This design comes from an exercise in tuning for small area, a short achievable clock period and few clock cycles on the open sky130 flow, not from production work.
Function was checked by simulation only, so behaviour that the tests miss may differ from the original.

// shake256_top
module shake256_top
(
  input                     clk_i,
  input                     rst_ni,
  input                     start_i,
  input   [63:0]            din_i,
  input                     din_valid_i,
  input                     last_din_i,
  input   [3:0]             last_din_byte_i,
  input                     dout_ready_i,
  output                    din_ready_o,
  output  [63:0]            dout_o,
  output                    dout_valid_o
);
Size in the first run: ~0.11 sq mm of cells after synthesis.
Settings: LEC_CHECK=0, CAP_MARGIN=40, CORE_MARGIN=2, CORE_UTILIZATION=50, CTS_CLUSTER_DIAMETER=100, CTS_CLUSTER_SIZE=25, SETUP_SLACK_MARGIN=1.7, SLEW_MARGIN=50, SYNTH_HIERARCHICAL=1; clock period 5.0 ns.
run.sh (not shown) runs the stock make flow with config.mk's settings and CLKGATE_MAP_FILE= SYNTH_SCRIPT=/design/flow/synth_recipe.tcl, a recipe that flattens the netlist after the stock synthesis.
The first run completed with no timing, DRC or antenna violations.
Testbench counts at the start, summed over its fixed seeds: cycles 15,844.
Rerun with:
--- a/flow/config.mk
+++ b/flow/config.mk
@@ -11,3 +11 @@
-export CTS_CLUSTER_DIAMETER = 100
-export CTS_CLUSTER_SIZE = 25
-export SETUP_SLACK_MARGIN = 1.7
+export SETUP_SLACK_MARGIN = 1.0
The new run passed the timing, design-rule and antenna checks.
Clock skew went down by 19 ps.
Design area hardly moves.
Fmax went down by 9.6%.
Clock-buffer cell count went up by 197.
Non-clock buffer count went down by 26.
Wire length is about the same.
Synthesized area stays the same.
Rerun with:
--- a/flow/config.mk
+++ b/flow/config.mk
@@ -11 +11,3 @@
-export SETUP_SLACK_MARGIN = 1.0
+export CTS_CLUSTER_DIAMETER = 100
+export CTS_CLUSTER_SIZE = 20
+export SETUP_SLACK_MARGIN = 1.9
Result: Setup slack improved by 640 ps; via count goes up by 0.72%; synthesized cell count is unchanged.
Rerun with:
--- a/flow/config.mk
+++ b/flow/config.mk
@@ -11,3 +11 @@
-export CTS_CLUSTER_DIAMETER = 100
-export CTS_CLUSTER_SIZE = 20
-export SETUP_SLACK_MARGIN = 1.9
+export SETUP_SLACK_MARGIN = 1.5
What happened: The new run produced a clean layout; utilization drops by 3.1 points; routed wire length fell by 1.1%; final cell count goes down by 0.51%; non-clock buffer count shrinks by 273; final area decreases by 4.7%; count of clock-buffer cells in the layout rises by 177.

== JK ==
shake256_top again, from the RTL that the note above started with.
Settings: LEC_CHECK=0, CAP_MARGIN=40, CORE_MARGIN=2, CORE_UTILIZATION=50, CTS_CLUSTER_DIAMETER=100, CTS_CLUSTER_SIZE=20, SETUP_SLACK_MARGIN=2.1, SLEW_MARGIN=50, SYNTH_HIERARCHICAL=1; clock period 5.0 ns.
FAIL JK @ final report: tool exited with error
Testbench counts of JK, summed over its fixed seeds: cycles 15,844.
## Diff of input files: MS against JK
- a change of SETUP_SLACK_MARGIN from 2.1 to 1.9
- a change of SLEW_MARGIN from 50 to 40
- a change of CAP_MARGIN from 40 to 35
==> comparison <==
- MS finished every stage and its layout cleared the timing, design-rule and antenna checks.
- MS against JK: placement-stage cell area decreased 0.0035 mm²; first-iteration detailed-routing DRC count fell 1,318; global-route usage fell 1.2 points; via count of the first global-routing pass fell by 3,168; final routed wirelength across all metal layers now smaller.
- Compared with JK, MS shows number of cells upsized or downsized after cts that has gone down by more than a quarter.
> inputs changed (MS -> AL)
- a change of SETUP_SLACK_MARGIN from 1.9 to 1.7
- a deleted CTS_CLUSTER_SIZE that had been 20
- a deleted CTS_CLUSTER_DIAMETER that had been 100
Findings:
AL ran to completion and came out clean on the timing, design-rule and antenna checks. Delta (AL minus MS): setup slack went down 0.24 ns, half-perimeter wire length after placement held, initial antenna violation count went up 12, wire length went down 0.72%, number of hold-repair buffers added at the cts stage held. Compared with MS, in AL first-pass iteration count of the detailed router up 1. Against MS, AL reports a fmax that is lower. Period utilization: AL vs MS up 4.7 points.
Input-level comparison between TR and AL:
- SETUP_SLACK_MARGIN now 1.5, was 1.7
## What came out
Against AL as the reference, TR delivers a lower worst setup slack.
Summary of TR over AL: buffers inserted during post-CTS setup optimization decreased by 3 relative to the old numbers; portion of the clock cycle consumed by the worst path in the final layout moved up.
Capture point of the critical path = u_keccak.g_r[1016].u_b.q: AL; capture point of the critical path = u_keccak.g_c[1552].u_b.q: TR
| post-route non-filler standard cell count | AL vs TR | ≈ equal |
Between TR and AL, the area after synthesis figures differ only marginally.

==> afterwards: timing with drivers on the ports <==
The results above use ideal ports. As a check the final layouts listed here were re-extracted and re-timed, cells and wires unchanged. Step 1 (the two cells are an assumption about what drives the block):
set clk [get_ports {clk_i}]
set_driving_cell -lib_cell sky130_fd_sc_hd__clkbuf_16 $clk
set_driving_cell -lib_cell sky130_fd_sc_hd__buf_2 [delete_from_list [all_inputs] $clk]
Step 2 also shifts input and output timing later by t, the mid clock arrival at the registers, as if the neighbouring blocks saw the same clock. Three values: ideal, step 1, step 2; two values: the first two.
run	t, ns	setup slack, ns	worst setup path at the end	worst register clock-pin slew, ns	cell pins on the clock port's net
the first run of note 1	0.940	1.449 / 1.449 / 0.664	input to register	0.12 / 0.12	1
the second run of note 1	0.994	1.070 / 1.070 / 0.452	input to register	0.07 / 0.07	1
the third run of note 1	0.950	1.712 / 1.712 / 0.869	input to register	0.11 / 0.11	1
the fourth run of note 1	0.989	1.270 / 1.270 / 0.577	input to register	0.07 / 0.07	1
MS	0.937	1.645 / 1.645 / 1.085	input to register	0.11 / 0.11	1
AL	0.976	1.409 / 1.409 / 0.718	input to register	0.07 / 0.07	1
TR	0.983	1.097 / 1.097 / 0.518	input to register	0.07 / 0.07	1
After both steps setup and hold are still met in every run listed. The setup slack of the third run of note 1, which loses most, moves by 0.000 ns with the drivers and by -0.843 ns with both steps.
